This design comes from an exercise in tuning for small area, a short achievable clock period and few clock cycles on the open sky130 flow, not from production work.
RTL that was checked went through simulation tests only; none was proved equivalent to the original.

Design CONVCOR, start of the top module:
module CONVCOR(
        clk,
        rst_n,
        in_valid,
        in_a,
        in_b,
        in_mode,
        out_valid,
        out
);
clock: 12.0 ns
lec_check: 0
cap_margin: 20
core_margin: 2
core_utilization: 65
slew_margin: 20
synth_hierarchical: 1
standard.sh (not shown) runs the stock make flow with config.mk's settings and CLKGATE_MAP_FILE= SYNTH_SCRIPT=/design/flow/synth_recipe.tcl, a recipe that flattens the netlist after the stock synthesis.
==> flow/flow/run.sh <==
#!/bin/bash
set -euo pipefail
knobs=(
  SETUP_SLACK_MARGIN=8.6
  "BUFFER_PORTS_ARGS=-buffer_cell sky130_fd_sc_hd__buf_1"
  "CTS_ARGS=-sink_clustering_enable -repair_clock_nets -dont_use_dummy_load -sink_clustering_size 24 -sink_clustering_max_diameter 150"
)
for stage in synth floorplan place cts route finish; do
  bash standard.sh "${knobs[@]}" "$stage" > "log_${stage}.log" 2>&1
done
==> next run, changes <==
- CORE_UTILIZATION: 65 -> 55
=>
- die area went up by 18%
- design area went up by 0.91%
- cell count went up by 3.8%
- routed wire length went up by 1.7%
No functional check of the RTL was part of any run of this note.

========
## the baseline
CONVCOR, a different RTL version from the one above (not shown whole).
Size in the first run: about 1,600 cells after synthesis, ~17,000 sq um of cells after synthesis.
// CONVCOR
module CONVCOR(
        clk,
        rst_n,
        in_valid,
        in_a,
        in_b,
        in_mode,
        out_valid,
        out
);
clock: 12.0 ns
lec_check: 0
cap_margin: 20
core_margin: 2
core_utilization: 40
slew_margin: 20
run.sh (not shown) runs the stock make flow with config.mk's settings and CLKGATE_MAP_FILE= SYNTH_SCRIPT=/design/flow/synth_recipe.tcl, a recipe that flattens the netlist after the stock synthesis.
Stock flow here: none of the scripts above is used.
Testbench counts of the baseline, summed over its fixed seeds: cycles 64,050.
For the candidate, these inputs were changed with respect to the baseline:
==> flow/flow/run.sh (new file) <==
#!/bin/bash
# Standard ORFS layout, with repair_timing aiming for extra setup slack so the
# layout is sized for a shorter period than the 12 ns constraint.
set -euo pipefail
bash standard.sh SETUP_SLACK_MARGIN=8.7 finish > flow_standard.log 2>&1
==> flow/standard.sh (new file) <==
#!/bin/bash
# synth_recipe.tcl (not shown) runs the flow's synth.tcl, then flattens the netlist and writes it again
# the make line also repeats each setting of config.mk as NAME=value (left out here)
make -C /OpenROAD-flow-scripts/flow DESIGN_CONFIG=/design/flow/config.mk WORK_HOME=/design/flow/orfs CLKGATE_MAP_FILE= SYNTH_SCRIPT=/design/flow/synth_recipe.tcl "${@:-finish}"
removed: flow/run.sh
### Flow results
- The final layout from the candidate, which completed every stage, passed the timing, DRC and antenna checks at the end of the flow.
- Changes observed in the candidate relative to the baseline: number of buffers inserted during clock tree synthesis now smaller, setup slack has increased.
- Delta(number of global-route vias before repair, the candidate - the baseline) > 0

========
Another version of the RTL of CONVCOR (not shown whole).
Size in the first run: roughly 1300 cells after synthesis, ~73 I/O pins, about 15000 um2 of cells after synthesis.
clock: 12.0 ns
lec_check: 0
abc_clock_period_in_ps: 3300
cap_margin: 20
core_margin: 2
core_utilization: 40
slew_margin: 20
synth_hierarchical: 1
standard.sh (not shown) runs the stock make flow with config.mk's settings and CLKGATE_MAP_FILE= SYNTH_SCRIPT=/design/flow/synth_recipe.tcl, a recipe that flattens the netlist after the stock synthesis.
==> flow/flow/run.sh <==
#!/bin/bash
# Standard ORFS layout, with repair_timing aiming for extra setup slack so the
# layout is sized for a shorter period than the 12 ns constraint, plain
# buffers on the ports, larger clock sink clusters and no dummy clock loads.
set -euo pipefail
bash standard.sh SETUP_SLACK_MARGIN=8.7 \
  "BUFFER_PORTS_ARGS=-buffer_cell sky130_fd_sc_hd__buf_1" \
  "CTS_ARGS=-sink_clustering_enable -repair_clock_nets -dont_use_dummy_load -sink_clustering_size 24 -sink_clustering_max_diameter 150" \
  finish > flow_standard.log 2>&1
Testbench counts at the start, summed over its fixed seeds: cycles 64,050.
Then changed:
- ABC_AREA: not set -> 1
- ABC_CLOCK_PERIOD_IN_PS: 3300 -> not set
Utilization went down by 0.70 points.
Via count rises by 12%.
Non-clock buffer count fell by 1.
Worst setup slack barely changes.
Count of clock-buffer cells in the layout stays the same.
Clock skew barely changes.
Register-to-register slack gets worse by 0.05 ns.
Then changed:
--- a/flow/flow/run.sh
+++ b/flow/flow/run.sh
@@ -4 +4 @@
-# buffers on the ports, larger clock sink clusters and no dummy clock loads.
+# buffers on the ports, and no dummy clock-tree loads.
@@ -8 +8 @@
-  "CTS_ARGS=-sink_clustering_enable -repair_clock_nets -dont_use_dummy_load -sink_clustering_size 24 -sink_clustering_max_diameter 150" \
+  "CTS_ARGS=-sink_clustering_enable -repair_clock_nets -dont_use_dummy_load" \
- ABC_AREA: 1 -> not set
- CTS_CLUSTER_DIAMETER: not set -> 100
- CTS_CLUSTER_SIZE: not set -> 50
Result:
- flip-flop and latch count stays the same
- design area goes up by 0.99%
- worst setup slack loses 0.031 ns
- via count shrinks by 9.7%
- routed wire length went down by 5.7%
- fmax decreases by 0.93%
- utilization came out higher by 1.9 points
Then changed:
--- a/flow/flow/run.sh
+++ b/flow/flow/run.sh
@@ -4 +4 @@
-# buffers on the ports, and no dummy clock-tree loads.
+# buffers on the ports, larger clock sink clusters and no dummy clock loads.
@@ -6 +6 @@
-bash standard.sh SETUP_SLACK_MARGIN=8.7 \
+bash standard.sh SETUP_SLACK_MARGIN=8.65 \
@@ -8 +8 @@
-  "CTS_ARGS=-sink_clustering_enable -repair_clock_nets -dont_use_dummy_load" \
+  "CTS_ARGS=-sink_clustering_enable -repair_clock_nets -dont_use_dummy_load -sink_clustering_size 24 -sink_clustering_max_diameter 150" \
- CTS_CLUSTER_DIAMETER: 100 -> not set
- CTS_CLUSTER_SIZE: 50 -> not set
What happened: Non-clock buffer count is lower by 10. Die area is unchanged. Design area shrinks by 2.9%.
Then changed:
==> flow/flow/run.sh (replaced) <==
#!/bin/bash
# Standard ORFS layout, with repair_timing aiming for extra setup slack so the
# layout is sized for a shorter period than the 12 ns constraint, plain
# buffers on the ports, and no dummy clock-tree loads.
set -euo pipefail
bash standard.sh SETUP_SLACK_MARGIN=8.7 \
  "BUFFER_PORTS_ARGS=-buffer_cell sky130_fd_sc_hd__buf_1" \
  "CTS_ARGS=-sink_clustering_enable -repair_clock_nets -dont_use_dummy_load" \
  finish > flow_standard.log 2>&1
Effect: The new run finished with timing, DRC and antenna clean. Synthesized area stays the same. Count of clock-buffer cells in the layout is higher by 15. Non-clock buffer count is higher by 10. Setup slack gets worse by 0.0042 ns.
Then changed:
--- a/flow/flow/run.sh
+++ b/flow/flow/run.sh
@@ -4 +4 @@
-# buffers on the ports, and no dummy clock-tree loads.
+# buffers on the ports, larger clock sink clusters and no dummy clock loads.
@@ -6 +6 @@
-bash standard.sh SETUP_SLACK_MARGIN=8.7 \
+bash standard.sh SETUP_SLACK_MARGIN=8.4 \
@@ -8 +8 @@
-  "CTS_ARGS=-sink_clustering_enable -repair_clock_nets -dont_use_dummy_load" \
+  "CTS_ARGS=-sink_clustering_enable -repair_clock_nets -dont_use_dummy_load -sink_clustering_size 24 -sink_clustering_max_diameter 150" \
The new run ran to the end with no violations.
Synthesized cell count stays the same.
Setup slack degrades by 0.17 ns.
Routed wire length goes down by about 7%.
Clock skew goes down by 0.019 ns.

========
Setup of run A:
CONVCOR, a different RTL version from the one above (not shown whole).
Size in the first run: about 1300 cells after synthesis, roughly 73 I/O pins.
Design CONVCOR, start of the top module:
module CONVCOR(
        clk,
        rst_n,
        in_valid,
        in_a,
        in_b,
        in_mode,
        out_valid,
        out
);
clock: 12.0 ns
lec_check: 0
cap_margin: 20
core_margin: 2
core_utilization: 55
slew_margin: 20
synth_hierarchical: 1
==> flow/flow/run.sh <==
#!/bin/bash
set -euo pipefail
knobs=(
  SETUP_SLACK_MARGIN=8.6
  "BUFFER_PORTS_ARGS=-buffer_cell sky130_fd_sc_hd__buf_1"
  "CTS_ARGS=-sink_clustering_enable -repair_clock_nets -dont_use_dummy_load -sink_clustering_size 24 -sink_clustering_max_diameter 150"
)
for stage in synth floorplan place cts route finish; do
  bash standard.sh "${knobs[@]}" "$stage" > "log_${stage}.log" 2>&1
done
Run A reached the end of the flow, and the finished layout is clean on the timing, DRC and antenna checks.
Testbench counts of run A, summed over its fixed seeds: cycles 64,050.
Input-level comparison between run B and run A:
Settings: a change of CORE_UTILIZATION from 55 to 65.
==> run notes <==
- [compare] base=run A new=run B: worst setup slack dropped 0.0088 ns, layout buffering overhead excluding clock cells barely changed, die area dropped 4300 um^2, transition time at the pin with the least slew margin climbed 0.087 ns.
- Delta (run B minus run A): cell area now sits lower; global placement routability congestion now sits higher; share of the clock period used by the worst path now sits at about the same level; portion of the layout cell area used by clock cells now sits at about the same level.
- Diff run A -> run B: critical path depth held steady, initial antenna violation count ~0 delta, average wire per cell in the routed design saw an increase.
What run C does differently from run B at the input level:
Settings: a change of CORE_UTILIZATION from 65 to 40.
==> flow/flow/run.sh <==
#!/bin/bash
# Standard ORFS layout, with repair_timing aiming for extra setup slack so the
# layout is sized for a shorter period than the 12 ns constraint, plain
# buffers on the ports, larger clock sink clusters and no dummy clock loads.
set -euo pipefail
bash standard.sh SETUP_SLACK_MARGIN=8.65 \
  "BUFFER_PORTS_ARGS=-buffer_cell sky130_fd_sc_hd__buf_1" \
  "CTS_ARGS=-sink_clustering_enable -repair_clock_nets -dont_use_dummy_load -sink_clustering_size 24 -sink_clustering_max_diameter 150" \
  finish > flow_standard.log 2>&1
==> comparison <==
Going from run B to run C, number of vias after detailed routing increased by 84 relative to the old numbers; worst hold slack after final layout closely matched the old numbers; proportion of cell area occupied by multi-input gates decreased by 2.5 points relative to the old numbers; total routed wirelength increased by 6.0% relative to the old numbers.
Final area in run C is about 5% higher than in run B
Run C finished every stage and its layout cleared the timing, DRC and antenna checks.
Between run C and run B, the x dimension of the die is higher for run C.
Delta (run C minus run B): worst setup margin rose 0.024 ns.
Here is what was changed in the inputs of run D compared with run C.
Settings: CORE_UTILIZATION: 40 -> 75.
==> flow/flow/run.sh <==
#!/bin/bash
set -euo pipefail
knobs=(
  SETUP_SLACK_MARGIN=8.6
  "BUFFER_PORTS_ARGS=-buffer_cell sky130_fd_sc_hd__buf_1"
  "CTS_ARGS=-sink_clustering_enable -repair_clock_nets -dont_use_dummy_load -sink_clustering_size 24 -sink_clustering_max_diameter 150"
)
for stage in synth floorplan place cts route finish; do
  bash standard.sh "${knobs[@]}" "$stage" > "log_${stage}.log" 2>&1
done
## What came out
- Reported for run D and run C, total clock buffers created by CTS turned out identical to the last digit.
- Compared run C against run D; average footprint of a synthesized cell within noise.
- Compared with run C, run D shows fmax lower by 1.6 MHz.
- Run D reports a higher met2 track demand over resource than run C does.
- Of the two values seen for capturing element of the worst setup path, out[17] was produced by run C and out[33] by run D.

========
CONVCOR with an RTL version that a note above also has.
Size in the first run: ~1,300 cells after synthesis, roughly 240 flip-flops, ~73 I/O pins, ~0.015 mm² of cells after synthesis.
// CONVCOR
module CONVCOR(
        clk,
        rst_n,
        in_valid,
        in_a,
        in_b,
        in_mode,
        out_valid,
        out
);
Settings: LEC_CHECK=0, CAP_MARGIN=20, CORE_MARGIN=2, CORE_UTILIZATION=40, SLEW_MARGIN=20, SYNTH_HIERARCHICAL=1; clock period 12.0 ns.
==> flow/flow/run.sh <==
#!/bin/bash
# Standard ORFS layout, with repair_timing aiming for extra setup slack so the
# layout is sized for a shorter period than the 12 ns constraint, plain
# buffers on the ports, larger clock sink clusters and no dummy clock loads.
set -euo pipefail
bash standard.sh SETUP_SLACK_MARGIN=8.7 \
  "BUFFER_PORTS_ARGS=-buffer_cell sky130_fd_sc_hd__buf_1" \
  "CTS_ARGS=-sink_clustering_enable -repair_clock_nets -dont_use_dummy_load -sink_clustering_size 30 -sink_clustering_max_diameter 150" \
  finish > flow_standard.log 2>&1
The starting point completed with no timing, DRC or antenna violations.
Testbench counts at the start, summed over its fixed seeds: cycles 64,050.
Edit:
==> flow/flow/run.sh (replaced) <==
#!/bin/bash
# Standard ORFS layout, with repair_timing aiming for extra setup slack so the
# layout is sized for a shorter period than the 12 ns constraint, plain
# buffers on the ports, larger clock sink clusters and no dummy clock loads.
set -euo pipefail
bash standard.sh SETUP_SLACK_MARGIN=8.6 \
  "BUFFER_PORTS_ARGS=-buffer_cell sky130_fd_sc_hd__buf_1" \
  "CTS_ARGS=-sink_clustering_enable -repair_clock_nets -dont_use_dummy_load -sink_clustering_size 24 -sink_clustering_max_diameter 150" \
  finish > flow_standard.log 2>&1
Effect:
- The changed run passed the timing, DRC and antenna checks
- cell area decreases by 3.4%
- core utilization fell by 1.6 points
- wire length is lower by 2.9%
- non-clock buffer count fell by 43
- die area does not change
- first-iteration DRC count rose by 6.0%
- flip-flop and latch count stays the same
- fmax goes down by 0.37%
- setup slack is worse by 0.012 ns
Edit:
--- a/flow/flow/run.sh
+++ b/flow/flow/run.sh
@@ -5,3 +5,3 @@
 set -euo pipefail
-bash standard.sh SETUP_SLACK_MARGIN=8.6 \
+bash standard.sh SETUP_SLACK_MARGIN=8.7 \
   "BUFFER_PORTS_ARGS=-buffer_cell sky130_fd_sc_hd__buf_1" \
- CORE_UTILIZATION: 40 -> 60
Result: Die area goes down by 33%; non-clock buffer count rose by 32; routed wire length is lower by 1.9%; sequential share of layout area falls by 0.60 points; fmax rises by 0.41%.
Edit:
- CORE_UTILIZATION: 60 -> 40
Worst setup slack degrades by 0.0049 ns.
Synthesized area does not change.
Routed wire length rose by a few percent.
Design area rose slightly.
Register-to-register slack improves by 0.06 ns.
Die area rose by well over a third.
Sequential share of layout area fell by 0.63 points.
Edit:
--- a/flow/flow/run.sh
+++ b/flow/flow/run.sh
@@ -7,3 +7,3 @@
   "BUFFER_PORTS_ARGS=-buffer_cell sky130_fd_sc_hd__buf_1" \
-  "CTS_ARGS=-sink_clustering_enable -repair_clock_nets -dont_use_dummy_load -sink_clustering_size 24 -sink_clustering_max_diameter 150" \
+  "CTS_ARGS=-sink_clustering_enable -repair_clock_nets -dont_use_dummy_load -sink_clustering_size 24 -sink_clustering_max_diameter 150 -distance_between_buffers 500 -branching_point_buffers_distance 500" \
   finish > flow_standard.log 2>&1
=> The new run completed without violations; via count does not change; first-iteration DRC count stays the same; clock-buffer cell count does not change; sequential share of layout area is unchanged; utilization does not change.

========
Another version of the RTL of CONVCOR (not shown whole).
For scale: ~1400 cells after synthesis, about 170 flip-flops, about 73 I/O pins.
==> flow/design.v (excerpt) <==
module CONVCOR(
        clk,
        rst_n,
        in_valid,
        in_a,
        in_b,
        in_mode,
        out_valid,
        out
);
==> flow/config.mk <==
export PLATFORM = sky130hd
export DESIGN_NAME = CONVCOR
export DESIGN_NICKNAME = CONVCOR
export VERILOG_FILES = /design/flow/design.v
export SDC_FILE = /design/flow/constraint.sdc
export NUM_CORES = 4
export LEC_CHECK = 0
export CAP_MARGIN = 20
export CORE_MARGIN = 2
export CORE_UTILIZATION = 40
export SLEW_MARGIN = 20
==> flow/constraint.sdc <==
create_clock -name core_clock -period 12.0 [get_ports {clk}]
set_input_delay 2.4000 -clock core_clock [delete_from_list [all_inputs] [get_ports {clk}]]
set_output_delay 2.4000 -clock core_clock [all_outputs]
set_load 0.01 [all_outputs]
==> flow/flow/run.sh <==
#!/bin/bash
# Standard ORFS layout, with repair_timing aiming for extra setup slack so the
# layout is sized for a shorter period than the 12 ns constraint.
set -euo pipefail
bash standard.sh SETUP_SLACK_MARGIN=8 finish > flow_standard.log 2>&1
The baseline finished with timing, DRC and antenna clean.
Edit:
==> flow/run.sh (new file) <==
#!/bin/bash
# synth_recipe.tcl (not shown) runs the flow's synth.tcl, then flattens the netlist and writes it again
# the make line also repeats each setting of config.mk as NAME=value (left out here)
make -C /OpenROAD-flow-scripts/flow DESIGN_CONFIG=/design/flow/config.mk WORK_HOME=/design/flow/orfs CLKGATE_MAP_FILE= SYNTH_SCRIPT=/design/flow/synth_recipe.tcl finish
removed: flow/flow/run.sh
removed: flow/standard.sh
What happened: Die area is unchanged. Routed wire length is lower by about 9%. Area after synthesis stays the same. Via count drops by about 6%.
Function was not checked in any run of this note: the RTL went through the layout flow alone.

-- static timing again, ports no longer ideal --
In the flow no input, the clock included, has a driving cell. The finished layouts below were timed again as built, in two steps. Step 1: set_driving_cell puts a clkbuf_16 on clk and a buf_2 on each other input, an assumption about the parent block. Step 2, shift: input delay + t, output delay - t, t = (earliest + latest rising clock arrival at the registers) / 2. This alone moves slack from input paths to output paths. a / b / c = no drivers / after step 1 / after step 2; a / b = the first two.
run	t (ns)	setup slack, ns	worst setup path after step 2	clock arrival spread, ns	worst slew at a driven data input, ns
the first run of note 1	0.520	8.623 / 8.573 / 8.281	input to register	0.033 / 0.033	0.04
the second run of note 1	0.538	8.636 / 8.585 / 8.333	input to register	0.030 / 0.031	0.07
the baseline	0.619	8.099 / 8.048 / 7.778	input to register	0.031 / 0.031	0.08
the candidate	0.627	8.573 / 8.517 / 8.142	input to register	0.031 / 0.031	0.11
the first run of note 3	0.532	8.646 / 8.595 / 8.488	input to register	0.044 / 0.043	0.09
the second run of note 3	0.528	8.644 / 8.596 / 8.609	input to register	0.046 / 0.045	0.05
the third run of note 3	0.571	8.613 / 8.563 / 8.476	input to register	0.064 / 0.064	0.08
the fourth run of note 3	0.538	8.617 / 8.566 / 8.489	input to register	0.046 / 0.047	0.07
the fifth run of note 3	0.571	8.613 / 8.563 / 8.476	input to register	0.064 / 0.064	0.08
the sixth run of note 3	0.529	8.438 / 8.438 / 8.312	input to register	0.044 / 0.044	0.07
run A	0.524	8.632 / 8.581 / 8.443	input to register	0.038 / 0.037	0.05
run B	0.528	8.623 / 8.572 / 8.460	input to register	0.031 / 0.031	0.05
run C	0.524	8.647 / 8.599 / 8.470	input to register	0.043 / 0.043	0.09
run D	0.522	8.628 / 8.579 / 8.486	input to register	0.049 / 0.049	0.05
the first run of note 5	0.529	8.649 / 8.600 / 8.482	input to register	0.026 / 0.026	0.10
the second run of note 5	0.532	8.637 / 8.587 / 8.612	input to register	0.038 / 0.038	0.08
the third run of note 5	0.526	8.651 / 8.600 / 8.539	input to register	0.039 / 0.039	0.05
the fourth run of note 5	0.532	8.646 / 8.595 / 8.488	input to register	0.044 / 0.043	0.09
the fifth run of note 5	0.532	8.646 / 8.595 / 8.488	input to register	0.044 / 0.043	0.09
the first run of note 6	0.502	6.867 / 6.867 / 6.867	register to register	0.019 / 0.019	0.05
the second run of note 6	0.500	5.868 / 5.868 / 5.868	register to register	0.013 / 0.013	0.05
After both steps setup and hold are still met in every run listed. For the candidate, which loses most, drivers alone change the setup slack by -0.056 ns; drivers and shift together by -0.431 ns.
